Background: an optimization exercise with open tools, aiming at small area and a short achievable clock period. Do not read the settings as production practice.
At most, simulation tests tie the RTL to the original design; equivalence was not proved.
Power is estimated from default activity; no workload was simulated.

Setup of amber:
Design ArithmaticUnit, start of the top module:
module ArithmaticUnit(
		input wire clock_i, isWb_i, enable_i,
		input wire [4:0] wbAddress_i,
		input wire [6:0] opCode_i,
		input wire [15:0] pOperand_i, sOperand_i,
		output reg wbEnable_o,
		output reg [4:0] wbAddress_o,
		output reg [15:0] wbData_o,
		output reg [1:0] statusWriteback_o  
    );
export LEC_CHECK = 0
export CAP_MARGIN = 20
export CORE_MARGIN = 2
export CORE_UTILIZATION = 50
export SETUP_SLACK_MARGIN = 2.5
export SLEW_MARGIN = 20
export SYNTH_HIERARCHICAL = 1
export SYNTH_MINIMUM_KEEP_SIZE = 0
create_clock -name core_clock -period 8.0 [get_ports {clock_i}]
standard.sh (not shown) runs the stock make flow with config.mk's settings and CLKGATE_MAP_FILE= SYNTH_SCRIPT=/design/flow/synth_recipe.tcl, a recipe that flattens the netlist after the stock synthesis.
==> flow/flow/run.sh <==
#!/bin/bash
# Standard ORFS layout, with smaller port buffers and free cell resizing.
set -euo pipefail
bash standard.sh MATCH_CELL_FOOTPRINT=0 ABC_LOAD_IN_FF=1 "BUFFER_PORTS_ARGS=-buffer_cell sky130_fd_sc_hd__buf_1" finish > make_finish.log 2>&1
### amber -> ember
-- flow/design.v --
<<< amber, line 324
	pa_xor2 u_sum_15 (.a(p0[15]), .b(g4_14), .y(sum[15]));
	assign sum[16] = g4_15;
	wire x15 = P[15] ^ S[15] ^ (opCode_i[1] & ~opCode_i[0]);
	wire cout_g1 = x15 ? p0[15] : P[15];    
	wire cout_g0 = x15 ? ~p0[15] : P[15];   
	wire cout = g4_14 ? cout_g1 : cout_g0;
	wire arith = ~|opCode_i[6:2];
	always @(posedge clock_i)
>>> ember, line 324
	pa_xor2 u_sum_15 (.a(p0[15]), .b(g4_14), .y(sum[15]));
	assign sum[16] = g4_15;
	wire cout = sum[16] | hc5 | fc4 | fc5 | fc18 | fc19 | fc29 | fc42;
	wire arith = ~|opCode_i[6:2];
	always @(posedge clock_i)
[summary]
- Higher synthesized netlist cell count was reported by amber, not ember.
- ember gives less data arrival time of the critical path than amber did.
- Diff amber -> ember | power dissipated in combinational cells | down by more than 10%
- Re final period utilization: ember and amber aren't equal, and the lower value belongs to ember.
- Count of vias placed by the detailed router, ember and amber: smaller value in ember
- In the metrics for ember and amber, the one carrying the higher overall power after layout is amber.
Only the layout flow was run in amber; the RTL was not checked for function there.

--- another note on this design; it stands on its own ---

== run 1 ==
## ArithmaticUnit
module ArithmaticUnit(
		input wire clock_i, isWb_i, enable_i,
		input wire [4:0] wbAddress_i,
		input wire [6:0] opCode_i,
		input wire [15:0] pOperand_i, sOperand_i,
		output reg wbEnable_o,
		output reg [4:0] wbAddress_o,
		output reg [15:0] wbData_o,
		output reg [1:0] statusWriteback_o  
    );
	wire [15:0] P = pOperand_i;
	wire [15:0] S = sOperand_i;
	wire mul = opCode_i[1] & opCode_i[0];
	wire sub = opCode_i[1] & ~opCode_i[0];
	wire as  = opCode_i[1] ^ opCode_i[0];
	wire [7:0] one, two, neg;
	assign one[0] = opCode_i[0] ? (~opCode_i[1] | P[0]) : opCode_i[1];
	assign two[0] = opCode_i[1] & opCode_i[0] & P[1] & ~P[0];
	assign neg[0] = opCode_i[1] & (~opCode_i[0] | P[1]);
	genvar k;
	generate for (k = 1; k < 8; k = k + 1) begin : enc
		assign one[k] = mul & (P[2*k] ^ P[2*k-1]);
		assign two[k] = mul & ((P[2*k+1] & ~P[2*k] & ~P[2*k-1]) | (~P[2*k+1] & P[2*k] & P[2*k-1]));
		assign neg[k] = mul & P[2*k+1];
	end endgenerate
	wire pp0_0_n; pa_nand2 u_pp0_0_n (.a(one[0]), .b(S[0]), .y(pp0_0_n));
	wire pp0_0; pa_xnor2 u_pp0_0 (.a(pp0_0_n), .b(neg[0]), .y(pp0_0));
	wire pp0_1_n; pa_aoi22 u_pp0_1_n (.a(one[0]), .b(S[1]), .c(two[0]), .d(S[0]), .y(pp0_1_n));
	wire pp0_1; pa_xnor2 u_pp0_1 (.a(pp0_1_n), .b(neg[0]), .y(pp0_1));
  ...
For scale: about 4300 sq um of cells after synthesis.
Settings: LEC_CHECK=0, CAP_MARGIN=20, CORE_MARGIN=2, CORE_UTILIZATION=45, GPL_ROUTABILITY_DRIVEN=0, SETUP_SLACK_MARGIN=2.5, SLEW_MARGIN=20, SYNTH_HIERARCHICAL=1, SYNTH_MINIMUM_KEEP_SIZE=0; clock period 8.0 ns.
standard.sh (not shown) runs the stock make flow with config.mk's settings and CLKGATE_MAP_FILE= SYNTH_SCRIPT=/design/flow/synth_recipe.tcl, a recipe that flattens the netlist after the stock synthesis.
==> flow/flow/run.sh <==
#!/bin/bash
# Standard ORFS layout, with smaller port buffers and free cell resizing.
set -euo pipefail
bash standard.sh MATCH_CELL_FOOTPRINT=0 ABC_LOAD_IN_FF=1 "BUFFER_PORTS_ARGS=-buffer_cell sky130_fd_sc_hd__buf_1" finish > make_finish.log 2>&1
The following lists how run 2 was set up differently from run 1:
--- a/flow/config.mk
+++ b/flow/config.mk
@@ -9,5 +9,4 @@
 export CORE_MARGIN = 2
 export CORE_UTILIZATION = 45
-export GPL_ROUTABILITY_DRIVEN = 0
 export SETUP_SLACK_MARGIN = 2.5
 export SLEW_MARGIN = 20
==> comparison <==
Run 2 finished every step from synthesis to the final layout, and the layout passed the timing, DRC and antenna checks.
Between run 2 and run 1, the proportion of cell area occupied by registers does not differ in any meaningful way.
Number of buffers other than clock buffers in the final layout: lower on run 2
Of run 2 and run 1, it is run 2 that has the higher routed length on met3.


oak:
Starting RTL as in the previous note.
clock: 8.0 ns
lec_check: 0
cap_margin: 20
core_margin: 2
core_utilization: 45
place_density: 0.6
setup_slack_margin: 2.5
slew_margin: 20
synth_hierarchical: 1
synth_minimum_keep_size: 0
Scripts as last shown in full above: flow/flow/run.sh
Here is what was changed in the inputs of maple compared with oak.
- SETUP_SLACK_MARGIN changed from 2.5 to 2.4
- PLACE_DENSITY removed (was 0.6)
- CORE_UTILIZATION changed from 45 to 50
Findings:
maple did not stop at any stage, and its layout met the timing, DRC and antenna checks. Compared with oak, maple shows area of all placed cells without fillers that has gone up by a few percent. The core of maple is more densely filled than that of oak. maple has clock share of power below what oak had. Share of cell area taken by flip-flops and latches, maple and oak: higher on oak. Measured against each other, maple and oak differ in die outline area, the lower figure coming from maple. Going from oak to maple, setup slack saw a decrease, total of plain and repair buffers excluding clock buffers saw an increase.

-- separate check: timing with driven ports --
The flow's constraints put no driver on any port. The routed layouts listed below were extracted and timed again, unchanged, in two steps. Step 1 assumes that a clkbuf_16 drives the clock port and a buf_2 every other input. Step 2 times the ports against the registers' clock, not the clock port: input delays grow and output delays shrink by t, the midpoint of the rising clock arrivals with the driver on. Three values: no drivers, after step 1, after step 2; two values: the first two.
run	shift t [ns]	setup slack, ns	latest minus earliest clock arrival (ns)	cell pins on the clock port's net
amber	0.296	2.653 / 2.655 / 2.359	0.014 / 0.014	1
ember	0.309	2.763 / 2.774 / 2.465	0.003 / 0.002	1
run 1	0.290	2.668 / 2.675 / 2.384	0.004 / 0.005	1
run 2	0.292	2.713 / 2.718 / 2.426	0.013 / 0.012	1
oak	0.292	2.713 / 2.718 / 2.426	0.013 / 0.012	1
maple	0.299	2.597 / 2.607 / 2.308	0.002 / 0.002	1
After both steps every run listed still meets setup and hold. For ember, which loses most, drivers alone change the setup slack by +0.011 ns; drivers and shift together by -0.298 ns.
